Background: an optimization exercise with open tools, aiming at small area, a short achievable clock period and few clock cycles per item. Do not read the settings as production practice.
Only simulation tests tie the RTL to the original design; equivalence was not proved.

## flow/design.v (module list and top-level ports; edited modules follow where they fit)
// module PixelSolver: 2509 lines
module PixelSolver (
  input               io_cmd_valid,
  output              io_cmd_ready,
  input      [27:0]   io_cmd_payload_x,
  input      [27:0]   io_cmd_payload_y,
  output              io_rsp_valid,
  input               io_rsp_ready,
  output     [5:0]    io_rsp_payload_iteration,
  input               clk,
  input               reset
);
  // ...
==> flow/flow/run.sh <==
#!/bin/bash
# Standard layout, with one extra step between synthesis and floorplan:
# flow/polarity.py removes the inverters that Yosys's adder extraction leaves
# between full adders (full adders are self-dual), choosing each adder's
# signal polarity so that as few inverters as possible remain. Registers and
# every non-inverter cell keep their names and types.
# The clock period is 10 ns, far above what the design needs, so by default
# the timing repair steps have nothing to do; a setup margin makes them work
# towards a shorter achieved period (the constraints themselves are unchanged).
set -euo pipefail
R=orfs/results/${FLOW_PLATFORM}/PixelSolver/base
bash standard.sh synth > synth.log 2>&1
cp "$R/1_2_yosys.v" yosys_standard.v
python3 flow/polarity.py yosys_standard.v polarity.v > polarity.log 2>&1
cp polarity.v "$R/1_2_yosys.v"
rm -f "$R/1_synth.odb"
bash standard.sh SETUP_SLACK_MARGIN=6.5 TNS_END_PERCENT=0 finish > finish.log 2>&1
==> flow/flow/polarity.py <==
#!/usr/bin/env python3
"""Inverter-polarity clean-up of a Yosys gate netlist (sky130hd).

Full adders are self-dual: FA(~a,~b,~c) = (~sum, ~cout). Yosys's adder
extraction leaves many inverters between full adders. This pass removes every
inverter that drives only cell pins, then chooses for each full adder whether
it works on true or complemented signals (and swaps and2/nand2, or2/nor2,
xor2/xnor2 where that helps) so that as few inverters as possible are needed,
and puts those back. The function of the netlist is unchanged; registers,
ports and every other cell are untouched.

usage: polarity.py in.v out.v
"""
import re
import sys

INV = {"sky130_fd_sc_hd__inv_1", "sky130_fd_sc_hd__inv_2", "sky130_fd_sc_hd__inv_4",
       "sky130_fd_sc_hd__clkinv_1", "sky130_fd_sc_hd__clkinv_2"}
FA = {"sky130_fd_sc_hd__fa_1", "sky130_fd_sc_hd__fa_2", "sky130_fd_sc_hd__fa_4"}
SWAP = {
    "sky130_fd_sc_hd__and2_1": ("sky130_fd_sc_hd__nand2_1", 6.256, 3.754),
    "sky130_fd_sc_hd__nand2_1": ("sky130_fd_sc_hd__and2_1", 3.754, 6.256),
    "sky130_fd_sc_hd__or2_1": ("sky130_fd_sc_hd__nor2_1", 6.256, 3.754),
    "sky130_fd_sc_hd__nor2_1": ("sky130_fd_sc_hd__or2_1", 3.754, 6.256),
    "sky130_fd_sc_hd__xor2_1": ("sky130_fd_sc_hd__xnor2_1", 8.758, 8.758),
    "sky130_fd_sc_hd__xnor2_1": ("sky130_fd_sc_hd__xor2_1", 8.758, 8.758),
}
OUTPINS = {"X", "Y", "Q", "Q_N", "SUM", "COUT", "HI", "LO"}
INV_AREA = 3.754
FANOUT_MAX = 3


def main():
    src = open(sys.argv[1]).read()
    m = re.search(r"^\s*sky130_fd_sc_hd__\w+\s+\S+\s*\(", src, re.M)
    head = src[:m.start()]
    end = src.rindex("endmodule")
    body = src[m.start():end]
    tail = src[end:]
    assert "assign" not in body
    cells = []
    for cm in re.finditer(r"(sky130_fd_sc_hd__\w+)\s+(\\\S+\s|\S+)\s*\((.*?)\);", body, re.S):
        pins = {}
        for pm in re.finditer(r"\.(\w+)\(([^()]*)\)", cm.group(3)):
            pins[pm.group(1)] = pm.group(2).strip()
        cells.append([cm.group(1), cm.group(2).strip(), pins])
    # ports
    outports = set()
    for pm in re.finditer(r"^\s*output\s+(\[(\d+):(\d+)\]\s+)?(\S+);", head, re.M):
        if pm.group(1):
            for i in range(int(pm.group(3)), int(pm.group(2)) + 1):
                outports.add("%s[%d]" % (pm.group(4), i))
        else:
            outports.add(pm.group(4))

    driver = {}
    for ci, (t, n, pins) in enumerate(cells):
        for p, net in pins.items():
            if p in OUTPINS:
                driver[net] = (ci, p)
    removable = set()
    for ci, (t, n, pins) in enumerate(cells):
        if t in INV and pins["Y"] not in outports:
            removable.add(ci)
    # Leave high-fanout nets as synthesis buffered them: only inverters whose
    # whole inverter tree feeds at most FANOUT_MAX cell pins are taken out.
    sinks = {}
    for ci, (t, n, pins) in enumerate(cells):
        for p, net in pins.items():
            if p not in OUTPINS:
                sinks[net] = sinks.get(net, 0) + 1

    def tree_root(net):
        while net in driver and driver[net][0] in removable:
            net = cells[driver[net][0]][2]["A"]
        return net

    tree_pins = {}
    for ci, (t, n, pins) in enumerate(cells):
        if ci in removable:
            continue
        for p, net in pins.items():
            if p not in OUTPINS:
                r = tree_root(net)
                tree_pins[r] = tree_pins.get(r, 0) + 1
    removable = {ci for ci in removable if tree_pins.get(tree_root(cells[ci][2]["A"]), 0) <= FANOUT_MAX}

    def root(net):
        par = 0
        seen = 0
        while net in driver and driver[net][0] in removable:
            net = cells[driver[net][0]][2]["A"]
            par ^= 1
            seen += 1
            assert seen < 100
        return net, par

    # consumers: root -> list of (cell, pin, parity)
    cons = {}
    for ci, (t, n, pins) in enumerate(cells):
        if ci in removable:
            continue
        for p, net in pins.items():
            if p in OUTPINS:
                continue
            r, par = root(net)
            cons.setdefault(r, []).append((ci, p, par))
    # a removed inverter's output that is a register or port name is never used
    # as such here: only cell pins read nets.
    flip = [0] * len(cells)
    flippable = [ci for ci, c in enumerate(cells) if (c[0] in FA or c[0] in SWAP)
                 and not any(c[2][p] in outports for p in c[2] if p in OUTPINS)]

    def phys(r):
        d = driver.get(r)
        return flip[d[0]] if d else 0

    def need(ci, par):
        return par ^ (flip[ci] if cells[ci][0] in FA else 0)

    def net_cost(r):
        ph = phys(r)
        lst = cons.get(r, ())
        for ci, p, par in lst:
            if need(ci, par) != ph:
                # an inverter on a high-fanout net would be slow: avoid
                return INV_AREA if len(lst) <= FANOUT_MAX else 50 * INV_AREA
        return 0.0

    def cell_area(ci):
        t = cells[ci][0]
        if t in SWAP:
            return SWAP[t][2] if flip[ci] else SWAP[t][1]
        return 0.0

    def affected(ci):
        t, n, pins = cells[ci]
        rs = set()
        for p, net in pins.items():
            if p in OUTPINS:
                rs.add(net)
            elif t in FA:
                rs.add(root(net)[0])
        return rs

    aff = {ci: affected(ci) for ci in flippable}
    total0 = sum(net_cost(r) for r in cons)
    improved = True
    rounds = 0
    while improved and rounds < 50:
        improved = False
        rounds += 1
        for ci in flippable:
            rs = aff[ci]
            before = sum(net_cost(r) for r in rs) + cell_area(ci)
            flip[ci] ^= 1
            after = sum(net_cost(r) for r in rs) + cell_area(ci)
            if after < before - 1e-9:
                improved = True
            else:
                flip[ci] ^= 1
    # simulated annealing from the greedy result, keeping the best
    import math
    import random
    rng = random.Random(1)
    cur = sum(net_cost(r) for r in cons) + sum(cell_area(ci) for ci in flippable)
    best, best_flip = cur, list(flip)
    steps = 400 * len(flippable)
    for k in range(steps):
        temp = 4.0 * (1 - k / steps) + 0.05
        ci = flippable[rng.randrange(len(flippable))]
        rs = aff[ci]
        before = sum(net_cost(r) for r in rs) + cell_area(ci)
        flip[ci] ^= 1
        after = sum(net_cost(r) for r in rs) + cell_area(ci)
        d = after - before
        if d <= 0 or rng.random() < math.exp(-d / temp):
            cur += d
            if cur < best - 1e-9:
                best, best_flip = cur, list(flip)
        else:
            flip[ci] ^= 1
    flip[:] = best_flip
    total1 = sum(net_cost(r) for r in cons)

    # rebuild
    newwires = []
    ninv = 0
    invnet = {}
    for r, lst in cons.items():
        ph = phys(r)
        for ci, p, par in lst:
            if need(ci, par) != ph:
                if r not in invnet:
                    ninv += 1
                    invnet[r] = "pol_n%d" % ninv
                    newwires.append(invnet[r])
                cells[ci][2][p] = invnet[r]
            else:
                cells[ci][2][p] = r
    out = []
    for ci, (t, n, pins) in enumerate(cells):
        if ci in removable:
            continue
        if t in SWAP and flip[ci]:
            t2 = SWAP[t][0]
            po = "X" if "X" in pins else "Y"
            pn = "Y" if t2.split("__")[1].startswith(("nand", "nor", "xnor")) else "X"
            pins = {(pn if p == po else p): v for p, v in pins.items()}
            t = t2
        out.append("  %s %s (\n%s\n  );\n" % (t, n if not n.startswith("\\") else n + " ",
                                            ",\n".join("    .%s(%s)" % (p, fmt(v)) for p, v in pins.items())))
    for r, w in invnet.items():
        out.append("  sky130_fd_sc_hd__inv_1 %s_i (\n    .A(%s),\n    .Y(%s)\n  );\n" % (w, fmt(r), w))
    head = head + "".join("  wire %s;\n" % w for w in newwires)
    open(sys.argv[2], "w").write(head + "".join(out) + tail)
    nflip_fa = sum(1 for ci in flippable if flip[ci] and cells[ci][0] in FA)
    nflip_g = sum(1 for ci in flippable if flip[ci] and cells[ci][0] in SWAP)
    sys.stderr.write("polarity: removed %d inverters, added %d; flipped %d adders, %d gates;"
                     " inverter+swap cost %.0f -> %.0f after %d rounds\n"
                     % (len(removable), ninv, nflip_fa, nflip_g, total0, total1, rounds))


def fmt(net):
    if net.startswith("\\") and not net.endswith(" "):
        return net + " "
    return net


if __name__ == "__main__":
    main()
==> flow/standard.sh <==
#!/bin/bash
# synth_recipe.tcl (not shown) runs the flow's synth.tcl, then flattens the netlist and writes it again
# the make line also repeats each setting of config.mk as NAME=value (left out here)
make -C /OpenROAD-flow-scripts/flow DESIGN_CONFIG=/design/flow/config.mk WORK_HOME=/design/flow/orfs CLKGATE_MAP_FILE= SYNTH_SCRIPT=/design/flow/synth_recipe.tcl "${@:-finish}"
==> flow/config.mk <==
export PLATFORM = sky130hd
export DESIGN_NAME = PixelSolver
export DESIGN_NICKNAME = PixelSolver
export VERILOG_FILES = /design/flow/design.v
export SDC_FILE = /design/flow/constraint.sdc
export NUM_CORES = 4
export LEC_CHECK = 0
export CAP_MARGIN = 10
export CORE_MARGIN = 2
export CORE_UTILIZATION = 40
export SLEW_MARGIN = 10
==> flow/constraint.sdc <==
create_clock -name core_clock -period 10.0 [get_ports {clk}]
set_input_delay 2.0000 -clock core_clock [delete_from_list [all_inputs] [get_ports {clk}]]
set_output_delay 2.0000 -clock core_clock [all_outputs]
set_load 0.01 [all_outputs]
==> impl_results.md, run 1 <==
* Final period util at 43.9%
* Post-DP Area at between 50000 and 60000 um^2
* Pre-CTS WS at 5.20 ns
* Max incr delay on CP at 0.54 ns
* Crit. path cell count at 10
* Crit path launch: bo1[1]$_DFF_P_
* Clk cell area share at 4.26%
* Non-CTS buffers at 183
* Routed WL at ~160000 um
* Register area at roughly 13000 um^2
* Setup tns final at 0 ns
* Worst path bufs/invs at 1
* Multi-input gates at just under 4000
* GR Layer Usage met3 at approximately 5.1%
* Core area at 139000 um^2
* Final instance count without filler cells at 7058
* Status: timing/DRC/antenna clean
* Met1 usage at between 30 and 40%
* DRT antenna net count at 0
* Drt pass-1 iters at 5
* Worst-Margin Slew at 1.07 ns
* Clock buffer count at 100
Testbench counts, summed over its fixed seeds: cycles 263,406, pixels 8,192.
==> inputs of run 2 (changes only) <==
--- a/flow/design.v
+++ b/flow/design.v
@@ -28,17 +28,18 @@
   reg  [1:0]  tag2;
   reg         per2;
   reg  [3:0]  rob_v;
   reg  [5:0]  rob_d0, rob_d1, rob_d2, rob_d3;
   reg  [2:0]  nseq, head;
   reg         out_v;
   reg  [5:0]  out_d;
   reg         full;          
-  assign io_cmd_ready = !v1 && !full;
+  reg         rdy;           
+  assign io_cmd_ready = rdy;
   wire        acc = io_cmd_valid && io_cmd_ready;
   assign io_rsp_valid = out_v;
   assign io_rsp_payload_iteration = out_d;
   wire pxx_hs1 = x1[2] ^ (x1[0] & x1[3]);
   wire pxx_hc2 = x1[2] & (x1[0] & x1[3]);
   wire pxx_hs3 = (x1[0] & x1[4]) ^ (x1[1] & x1[3]);
   wire pxx_hc4 = (x1[0] & x1[4]) & (x1[1] & x1[3]);
   wire pxx_fs5 = x1[3] ^ (x1[0] & x1[5]) ^ (x1[1] & x1[4]);
@@ -2422,31 +2423,35 @@
       2'd2: rob_head = rob_d2;
       default: rob_head = rob_d3;
     endcase
   end
   wire        out_free = !out_v || io_rsp_ready;
   wire        pop = out_free && rob_v[head[1:0]];
   wire [2:0]  nseq_next = nseq + {2'd0, acc};
   wire [2:0]  head_next = head + {2'd0, pop};
+  wire        full_next = nseq_next - head_next == 3'd4;
+  wire        v1_next = v2 && !last;
   always @(posedge clk or posedge reset) begin
     if (reset) begin
       v1 <= 1'b0;
       v2 <= 1'b0;
       rob_v <= 4'd0;
       nseq <= 3'd0;
       head <= 3'd0;
       full <= 1'b0;
+      rdy <= 1'b1;
       out_v <= 1'b0;
     end else begin
-      v1 <= v2 && !last;
+      v1 <= v1_next;
       v2 <= v1 || acc;
       nseq <= nseq_next;
       head <= head_next;
-      full <= nseq_next - head_next == 3'd4;
+      full <= full_next;
+      rdy <= !v1_next && !full_next;
       if (out_free) out_v <= rob_v[head[1:0]];
       rob_v <= (rob_v & ~({3'd0, pop} << head[1:0])) | ({3'd0, retire} << tag2);
     end
   end
   always @(posedge clk) begin
     x1 <= nx;
     y1 <= ny;
     x1n <= ~nx;
==> flow/config.mk (replaced) <==
export PLATFORM = sky130hd
export DESIGN_NAME = PixelSolver
export DESIGN_NICKNAME = PixelSolver
export VERILOG_FILES = /design/flow/design.v
export SDC_FILE = /design/flow/constraint.sdc
export NUM_CORES = 4
export LEC_CHECK = 0
export CAP_MARGIN = 20
export CORE_MARGIN = 2
export CORE_UTILIZATION = 40
export SLEW_MARGIN = 20
==> run 2 against run 1 <==
Critical path depth up 6. Area after synthesis is 0.63% lower. Hold slack better by 0.0063 ns.
==> impl_results.md, run 2 <==
* Hold-fix buffers, CTS at 0
* Final setup viols at 0
* Worst slew margin at 28.5%
* Final period util at 44.9% (+1.0 points)
* Initial core utilization at about 40%
* Launching point of the worst reg2reg path: syy2[6]$_SDFF_PN0_
* Row cnt at 136
* Core area at 138000 um^2 (-1.1%)
* Total Die Area at 142000 um^2
* DR vias at 38100
* Status: timing/DRC/antenna clean
* Hold Crit Start: cky2[27]$_SDFF_PN0_
* Fin crit period at between 4 and 5 ns
* CTS clk-pin slew, worst paths at 0.06 ns
* Die H at 377 um
* Worst-Margin Slew at 1.07 ns (-0.00242 ns)
* # nets final at 6439
* Gr ovfl total at 0
* Most frequent cells in the layout: 1039 x fa_1, 662 x nand2_1, 546 x dfxtp_1
* Clock Skews at 0.0266 ns
* Cells on Worst Hold Path at 0
* CP Capture Type: register
* WS Path Type: register to register
* Layout cells sized above 1 at 8.05%
* GPL Wtd Cong at between 0.8 and 0.9
* Most frequent cell on the critical path: fa_1
* Max incr delay on CP at 0.57 ns (+0.03 ns)
* Max Buffers Root-to-Sink at 3
* Crit path launch: syy2[6]$_SDFF_PN0_
* Final WS setup at ~5.5 ns
* Hold Vio Cnt, Final at 0
* Critical Path RT at 10.56 ns
* CTS Root Cell: clkbuf_16
* Critical path's slowest cell: fa_1
* First-pass GRT wire length at around 250000 um
* Setup tns final at 0 ns (unchanged)
* Unrepaired setup endpoints after global routing: yes
* Fill cells at ~13000
* Area of the multi-input gates at 40100 um^2
* Synth-to-Final Area Change at 9.13%
* Worst setup SP type: register
* HP Class: register to register
* Post-Synthesis Cells at 5241
* MaxCap Viol Count at 0
* CTS tree: yes
* Post-DP HPWL at about 110000 um
* Routed WL at 160000 um (-0.68%)
* Leading cell type in the layout, fill and taps excluded: fa_1
* Syn Area/Cell at 10.6 um^2
* DRT iter0 DRCs at 2999
* Clk latency of the worst-skew pair at about 0.69 ns
* Max Slew Vio Count at 0
* R2r worst-path depth at 16
* IO Port Bufs at 67
* Pre-CTS WS at 4.75 ns (-0.450 ns)
* Number of global-route vias before repair at 41500
* Total track usage at 23.2%
* Post-Syn Nets at 6580
* Register area at 12800 um^2 (unchanged)
* Vias per cell at 5.49
* DRC at 0
* Worst Path Max Fanout at 2
* Drt pass-1 iters at 6 (+1)
* Avg WL per Cell at 23.0 um
* Antenna violations before repair at 4
* Post-Syn Area at approximately 56000 um^2
* Num CTS Buffers at 72
* H-tree depth at 3
* CP Cell Sequence: inv_1 > fa_2 > fa_1 > fa_1 > ha_4 > a21o_1 > a21oi_2 > nor2b_2 > o31ai_4 > o221ai_4 > o41ai_4 > o21a_2 > nor2_2 > or3_4 > and3_4 > or3_1
* Crit path DAT at 5.04 ns
* Ant diodes at 0
* Max Fclk at around 220 MHz
* Die Wd at around 380 um
* IO Count at 68
* Hold WS at slightly above 0.3 ns
* DRT antenna net count at 0 (unchanged)
* Synth Warn # at 1
* Pin count of the biggest net entering global routing at 99
* Sink Count at 616
## run 2: layer usage
metal / global-route usage (%) / routed length, um / vias up
li1: - / - / 16400
met1: 31.2 / 66500 / 19700
met2: 36.8 / 74000 / 1676
met3: 4.43 / 12800 / 380
met4: 9.54 / 6470 / 0
met5: 0 / 0 / -
## run 2: what timing repair did
item	4_1_cts	5_1_grt
resized for setup	51	6
pin swaps	16	1
buffers inserted	6	0
setup endpoints to repair	284	283
cloned	0	0
## run 2: stage by stage
step                cells  utilization [%]  instance area [um^2]
finish               6952             44.0                 60600
global route         6952             44.0                 60600
CTS                  6952             44.0                 60600
detailed placement   6814             42.0                 57800
global placement     6814             42.0                 57800
floorplan            5241                -                 55600
## run 2: layout make-up
cell class                 count  area share (%)
inverter                     400            2.48
clock inverter                36           0.743
clock buffer                  96            3.40
timing repair buffer         179            2.50
multi-input combinational   3831            66.1
sequential                   616            21.0
tap                         1794            3.70
## run 2: path summary, 6_finish.rpt
check	slack (ns)	endpoint
setup / recovery	5.51	x1[26]$_DFF_P_
hold / removal	0.31	cky1[27]$_DFF_P_
setup reg to reg	5.51	x1[26]$_DFF_P_
hold reg to reg	0.31	cky1[27]$_DFF_P_
max in group asynchronous	7.92	v1$_DFF_PP0_
min in group asynchronous	1.67	out_v$_DFFE_PP0P_
## run 2: critical path, delay by kind of cell (launching register included)
kind | cells | cell delay [ns]
buffers and inverters | 1 | 0.06
AND/OR/NAND/NOR | 5 | 0.99
AO/OA/AOI/OAI | 6 | 1.28
adder cells (fa/ha/maj) | 4 | 1.71
flip-flops | 1 | 0.33
Testbench counts of run 2, summed over its fixed seeds: cycles 263,406, pixels 8,192.
==> inputs of run 3 (changes only) <==
--- a/flow/config.mk
+++ b/flow/config.mk
@@ -9,3 +9,3 @@
 export CORE_MARGIN = 2
-export CORE_UTILIZATION = 40
+export CORE_UTILIZATION = 50
 export SLEW_MARGIN = 20
==> run 3 against run 2 <==
Non-clock buffer count shrank 8. Area after synthesis did not move. Register-to-register slack lost 0.02 ns. Clock skew up 0.0051 ns. Hold slack improved by 0.0099 ns. Critical path depth fell by 3. Die area decreased by 20%. Largest cell class unchanged. Critical path type unchanged. Sequential share of layout area grew 0.13 points. Cell area decreased by 0.67%.
==> impl_results.md, run 3 <==
* Fin crit period at 4.51 ns (+0.0211 ns)
* Critical Path RT at 10.58 ns (+0.02 ns)
* CTS clk-pin slew, worst paths at 0.06 ns (about the same)
* H-tree depth at 3 (unchanged)
* Core area at 111000 um^2 (-20%)
* Layout cells sized above 1 at 8.08% (+0.030 points)
* DRT antenna net count at 0 (unchanged)
* Crit path max-delay family: adder cells
* Initial core utilization at 50.3% (+9.9 points)
* Hold WS at 0.322 ns (+0.00990 ns)
* Max Fclk at 222 MHz (-0.47%)
* Worst-Margin Slew at 1.15 ns (+0.0759 ns)
* Final instance count without filler cells at 6639 (-4.5%)
* Post-Syn Nets at 6580 (unchanged)
* Post-Synthesis Cells at 5241 (unchanged)
* Top Metal Used: met4
* Row cnt at 122 (-10%)
* DRT iter0 DRCs at 3002 (+0.10%)
* Number of global-route vias before repair at 41800 (+0.71%)
* IO Count at 68 (unchanged)
* DR vias at 37900 (-0.56%)
* Num CTS Buffers at 74 (+2.8%)
* Drt pass-1 iters at 5 (-1)
* Sink Count at 616 (unchanged)
* Total track usage at 28.9% (+5.7 points)
* Pin count of the biggest net entering global routing at 81 (-18%)
* Die Wd at 337 um (-10%)
* DRT met1 WL at 64900 um (-2.5%)
* Max Buffers Root-to-Sink at 3 (unchanged)
* CTS tree: yes
* IO Port Bufs at 67 (unchanged)
* Unrepaired setup endpoints after global routing: yes
* Gr ovfl total at 0 (unchanged)
* Synth Warn # at 1 (unchanged)
* Setup tns final at 0 ns (unchanged)
* Die H at 337 um (-10%)
* Worst Path Max Fanout at 5 (+3)
* Worst slew margin at 23.6% (-4.9 points)
* CTS Root Cell: clkbuf_16
* Clk latency of the worst-skew pair at 0.68 ns (about the same)
* Critical path's slowest cell: fa_1
* Worst Setup EP: x1n[27]$_DFF_P_
* # nets final at 6434 (-0.078%)
* Vias per cell at 5.71 (+4.1%)
* Max Slew Vio Count at 0 (unchanged)
* Launching point of the worst reg2reg path: sxx2[12]$_SDFF_PN0_
* Avg WL per Cell at 23.8 um (+3.3%)
* Clock Skews at 0.0317 ns (+0.00505 ns)
* Crit path DAT at 5.09 ns (+0.05 ns)
* Ant diodes at 0 (unchanged)
* Most frequent cell on the critical path: fa_1
* Most frequent cells in the layout: 1036 x fa_1, 662 x nand2_1, 542 x dfxtp_1
* Final period util at 45.1% (+0.21 points)
* CP Capture Type: register
* Placed insts at 6496 (-4.7%)
* Syn Area/Cell at 10.6 um^2 (unchanged)
* Status: timing/DRC/antenna clean
* DRC at 0 (unchanged)
* Routed WL at 158000 um (-1.3%)
* HP Class: register to register
* Total Die Area at 114000 um^2 (-20%)
* GPL Wtd Cong at 0.925 (+4.1%)
* MaxCap Viol Count at 0 (unchanged)
* First-pass GRT wire length at 249000 um (-1.1%)
* Antenna violations before repair at 6 (+2)
* Synth-to-Final Area Change at 8.40%
* Fin util at 54.5% (+10 points)
* WS Path Type: register to register
* Worst path bufs/invs at 0 (-1)
* Post-DP HPWL at 109000 um (-1.2%)
* Met3 WL post-DR at 14100 um (+9.9%)
* Leading cell type in the layout, fill and taps excluded: fa_1
* Post-Syn Area at 55600 um^2 (unchanged)
* Hold Vio Cnt, Final at 0 (unchanged)
* FF-to-FF setup slack at 5.49 ns (-0.02 ns)
* Crit path launch: sxx2[12]$_SDFF_PN0_
* Met2 WL at 72400 um (-2.1%)
* Crit. path cell count at 13 (-3)
* CP Cell Sequence: fa_1 > fa_1 > fa_1 > ha_1 > a21o_1 > nand2b_1 > a2111o_1 > o21ai_2 > o21bai_2 > a41o_1 > a41oi_1 > mux2i_1 > nand2b_2
* Final setup viols at 0 (unchanged)
* Worst setup SP type: register
* RR Endpoint: x1n[27]$_DFF_P_
* Max incr delay on CP at 0.51 ns (-0.06 ns)
* Hold-fix buffers, CTS at 0 (unchanged)
* R2r worst-path depth at 13 (-3)
## run 3: worst min-delay path by stage
stage	start	to	cells after the start
after global placement	ckx2[1]$_SDFF_PN0_	ckx1[1]$_DFF_P_	0
final	ckx2[6]$_SDFF_PN0_	ckx1[6]$_DFF_P_	0
after detailed placement	ckx2[9]$_SDFF_PN0_	ckx1[9]$_DFF_P_	0
after floorplan	ckx2[0]$_SDFF_PN0_	ckx1[0]$_DFF_P_	0
after CTS	ckx2[6]$_SDFF_PN0_	ckx1[6]$_DFF_P_	0
after global routing	ckx2[16]$_SDFF_PN0_	ckx1[16]$_DFF_P_	0
## run 3: per-layer routing
layer / vias to the layer above / track usage (%)
met5: - / 0
met2: 1802 / 46.3
met1: 19400 / 38.3
li1: 16300 / -
met3: 421 / 6.38
met4: 0 / 11.4
## run 3: cell type report
type / instances / area (um^2)
Sequential cell: 616 / 12700
Timing Repair inverter: 1 / 5.00
Multi-Input combinational cell: 3831 / 40100
Tap cell: 1488 / 1860
Clock inverter: 38 / 462
Fill cell: 9861 / 50300
Timing Repair Buffer: 171 / 1470
Clock buffer: 94 / 2040
Inverter: 400 / 1540
## run 3: through the flow
step	instance area (um^2)	setup WS, ns
6_report	60200	5.49
4_1_cts	60100	5.53
5_1_grt	60200	5.36
3_3_place_gp	57400	5.00
3_5_place_dp	57400	4.93
2_1_floorplan	55600	5.67
## run 3: repair_timing
item,4_1_cts,5_1_grt
buffers inserted,7,3
pin swaps,10,9
setup endpoints to repair,280,299
endpoints found under the hold margin,0,0
cloned,1,0
resized for setup,52,29
## run 3: worst register-to-register path, delay by kind of cell, from the launching register on
kind	cells	cell delay [ns]
AOI/OAI and AO/OA	6	1.63
adders and majority gates	4	1.77
DFF	1	0.36
muxes	1	0.25
and+or+nand+nor	2	0.41
==> inputs of run 4 (changes only) <==
--- a/flow/flow/run.sh
+++ b/flow/flow/run.sh
@@ -16,2 +16,2 @@
 rm -f "$R/1_synth.odb"
-bash standard.sh SETUP_SLACK_MARGIN=6.5 TNS_END_PERCENT=0 finish > finish.log 2>&1
+bash standard.sh SETUP_SLACK_MARGIN=7 TNS_END_PERCENT=0 finish > finish.log 2>&1
--- a/flow/config.mk
+++ b/flow/config.mk
@@ -9,3 +9,3 @@
 export CORE_MARGIN = 2
-export CORE_UTILIZATION = 50
+export CORE_UTILIZATION = 40
 export SLEW_MARGIN = 20
==> run 4 against run 3 <==
Core utilization is 10 points lower. Sequential share of layout area is 0.13 points lower. Die area is 25% higher. Synthesized cell count stayed put. Register-to-register slack better by 0.02 ns. Still clean. Fmax is 0.47% higher. Highest routed layer unchanged. Critical endpoint is now x1[26]$_DFF_P_. Cell count is 4.7% higher. Flip-flop and latch count stayed put. Setup slack better by 0.021 ns. Clock skew is 0.0051 ns lower.
==> impl_results.md, run 4 <==
* Status: timing/DRC/antenna clean
* Final period util at 44.9% (-0.21 points)
* DRC at 0 (unchanged)
* Num CTS Buffers at 72 (-2.7%)
* MaxCap Viol Count at 0 (unchanged)
* Hold Vio Cnt, Final at 0 (unchanged)
* Post-route cell area at 60600 um^2 (+0.68%)
* Leading cell type in the layout, fill and taps excluded: fa_1
* Synth Warn # at 1 (unchanged)
* Worst Path Max Fanout at 2 (-3)
* RR Endpoint: x1[26]$_DFF_P_
* Worst-Margin Slew at 1.07 ns (-0.0759 ns)
* H-tree depth at 3 (unchanged)
* Routed WL at 160000 um (+1.3%)
* Post-Syn Nets at 6580 (unchanged)
* Core area at 138000 um^2 (+25%)
* DRT antenna net count at 0 (unchanged)
* CP Capture Type: register
* Pin count of the biggest net entering global routing at 99 (+22%)
* Setup tns final at 0 ns (unchanged)
* Post-Syn Area at 55600 um^2 (unchanged)
* CTS Root Cell: clkbuf_16
* Drt pass-1 iters at 6 (+1)
* Total Die Area at 142000 um^2 (+25%)
* FF-to-FF setup slack at 5.51 ns (+0.02 ns)
* Critical Path RT at 10.56 ns (-0.02 ns)
* DR vias at 38100 (+0.56%)
* Die Wd at 377 um (+12%)
* Hold Crit Start: cky2[27]$_SDFF_PN0_
* # nets final at 6439 (+0.078%)
* Final setup viols at 0 (unchanged)
* Fin crit period at 4.49 ns (-0.0211 ns)
* Post-Synthesis Cells at 5241 (unchanged)
* Most frequent cells in the layout: 1039 x fa_1, 662 x nand2_1, 546 x dfxtp_1
* Synth-to-Final Area Change at 9.13%
* Antenna violations before repair at 4 (-2)
* Initial core utilization at 40.4% (-9.9 points)
* CTS tree: yes
* DRT iter0 DRCs at 2999 (-0.10%)
* Crit path DAT at 5.04 ns (-0.05 ns)
* HP Class: register to register
* R2r worst-path depth at 16 (+3)
* Number of global-route vias before repair at 41500 (-0.70%)
* CTS clk-pin slew, worst paths at 0.06 ns (about the same)
* Ant diodes at 0 (unchanged)
* Gr ovfl total at 0 (unchanged)
* Hold EP: cky1[27]$_DFF_P_
* Row cnt at 136 (+11%)
* Post-DP Area at 57800 um^2 (+0.82%)
* Max Buffers Root-to-Sink at 3 (unchanged)
* WS Path Type: register to register
* IO Count at 68 (unchanged)
* Clock Skews at 0.0266 ns (-0.00505 ns)
* Total track usage at 23.2% (-5.7 points)
* Max Slew Vio Count at 0 (unchanged)
* First-pass GRT wire length at 252000 um (+1.1%)
* Max Fclk at 223 MHz (+0.47%)
* Post-DP HPWL at 110000 um (+1.2%)
* Clk latency of the worst-skew pair at 0.69 ns (about the same)
* Avg WL per Cell at 23.0 um (-3.2%)
* Cells on Worst Hold Path at 0 (unchanged)
* Layout cells sized above 1 at 8.05% (-0.030 points)
* Unrepaired setup endpoints after global routing: yes
* IO Port Bufs at 67 (unchanged)
* Worst setup SP type: register
* Syn Area/Cell at 10.6 um^2 (unchanged)
* Hold-fix buffers, CTS at 0 (unchanged)
* Vias per cell at 5.49 (-4.0%)
* Launching point of the worst reg2reg path: syy2[6]$_SDFF_PN0_
* GPL Wtd Cong at 0.889 (-3.9%)
* Die H at 377 um (+12%)
* Worst slew margin at 28.5% (+4.9 points)
* Sink Count at 616 (unchanged)
## run 4: routing by layer
| layer | vias up | GRT usage, % | wire (um) |
|---|---|---|---|
| li1 | 16400 | - | - |
| met1 | 19700 | 31.2 | 66500 |
| met2 | 1676 | 36.8 | 74000 |
| met3 | 380 | 4.43 | 12800 |
| met4 | 0 | 9.54 | 6470 |
| met5 | - | 0 | 0 |
## run 4: layout make-up
| class | count | area [um^2] |
|---|---|---|
| Clock buffer | 96 | 2060 |
| Clock inverter | 36 | 450 |
| Fill cell | 12700 | 77000 |
| Inverter | 400 | 1510 |
| Multi-Input combinational cell | 3831 | 40100 |
| Sequential cell | 616 | 12800 |
| Tap cell | 1794 | 2240 |
| Timing Repair Buffer | 179 | 1520 |
## run 4: worst max path at each step
stage,from,end,slack [ns]
final,syy2[6]$_SDFF_PN0_,x1[26]$_DFF_P_,5.51
after global routing,syy2[6]$_SDFF_PN0_,x1[26]$_DFF_P_,5.35
after CTS,sxx2[0]$_SDFF_PN0_,x1[26]$_DFF_P_,5.51
after detailed placement,sxx2[1]$_SDFF_PN0_,rob_d0[4]$_DFFE_PP_,4.75
after global placement,sxx2[1]$_SDFF_PN0_,rob_d1[3]$_DFFE_PP_,4.86
after floorplan,syy2[0]$_SDFF_PN0_,x1[26]$_DFF_P_,5.67
## run 4: worst max-delay path, cell delays in order (launching register included)
cell      delay (ns)
dfxtp_2         0.33
inv_1           0.06
fa_2            0.41
fa_1            0.51
fa_1            0.57
ha_4            0.22
a21o_1          0.19
a21oi_2         0.14
nor2b_2         0.07
o31ai_4         0.27
o221ai_4        0.17
o41ai_4         0.29
o21a_2          0.22
nor2_2          0.05
or3_4           0.38
and3_4          0.16
or3_1           0.33
## run 4: timing repair
| action | in CTS | in global routing |
|---|---|---|
| endpoints found under the hold margin | 0 | 0 |
| setup endpoints to repair | 325 | 331 |
| pin swaps | 16 | 1 |
| resized for setup | 51 | 6 |
| setup buffers | 6 | 0 |
## run 4: per-stage QoR
step | utilization [%] | std cells | setup slack (ns) | hold slack, ns
floorplan | - | 5241 | 5.67 | 0.310
global placement | 42.0 | 6814 | 4.86 | 0.310
detailed placement | 42.0 | 6814 | 4.75 | 0.312
CTS | 44.0 | 6952 | 5.51 | 0.310
global route | 44.0 | 6952 | 5.35 | 0.322
finish | 44.0 | 6952 | 5.51 | 0.312

## afterwards: timing with drivers on the ports
In the flow no input, the clock included, has a driving cell. The finished layouts below were timed again as built, in two steps.
Step 1, drivers: a clkbuf_16 drives clk and a buf_2 each remaining input, both assumed.
Step 2 moves the port delays by t, midway between the first and last clock arrival at a register: inputs arrive t later, outputs are due t later. That takes back most of the time a late clock gives input paths.
a / b / c = no drivers / after step 1 / after step 2; a / b = the first two.
| run | shift t [ns] | slack for setup (ns) | clock arrival spread, ns | pins driven straight from the clock port |
|---|---|---|---|---|
| run 1 | 0.755 | 5.613 / 5.613 / 5.613 | 0.052 / 0.052 | 1 |
| run 2 | 0.746 | 5.511 / 5.511 / 5.511 | 0.030 / 0.030 | 1 |
| run 3 | 0.735 | 5.489 / 5.489 / 5.489 | 0.031 / 0.032 | 1 |
| run 4 | 0.746 | 5.511 / 5.511 / 5.511 | 0.030 / 0.030 | 1 |
After both steps every run listed still meets setup and hold.
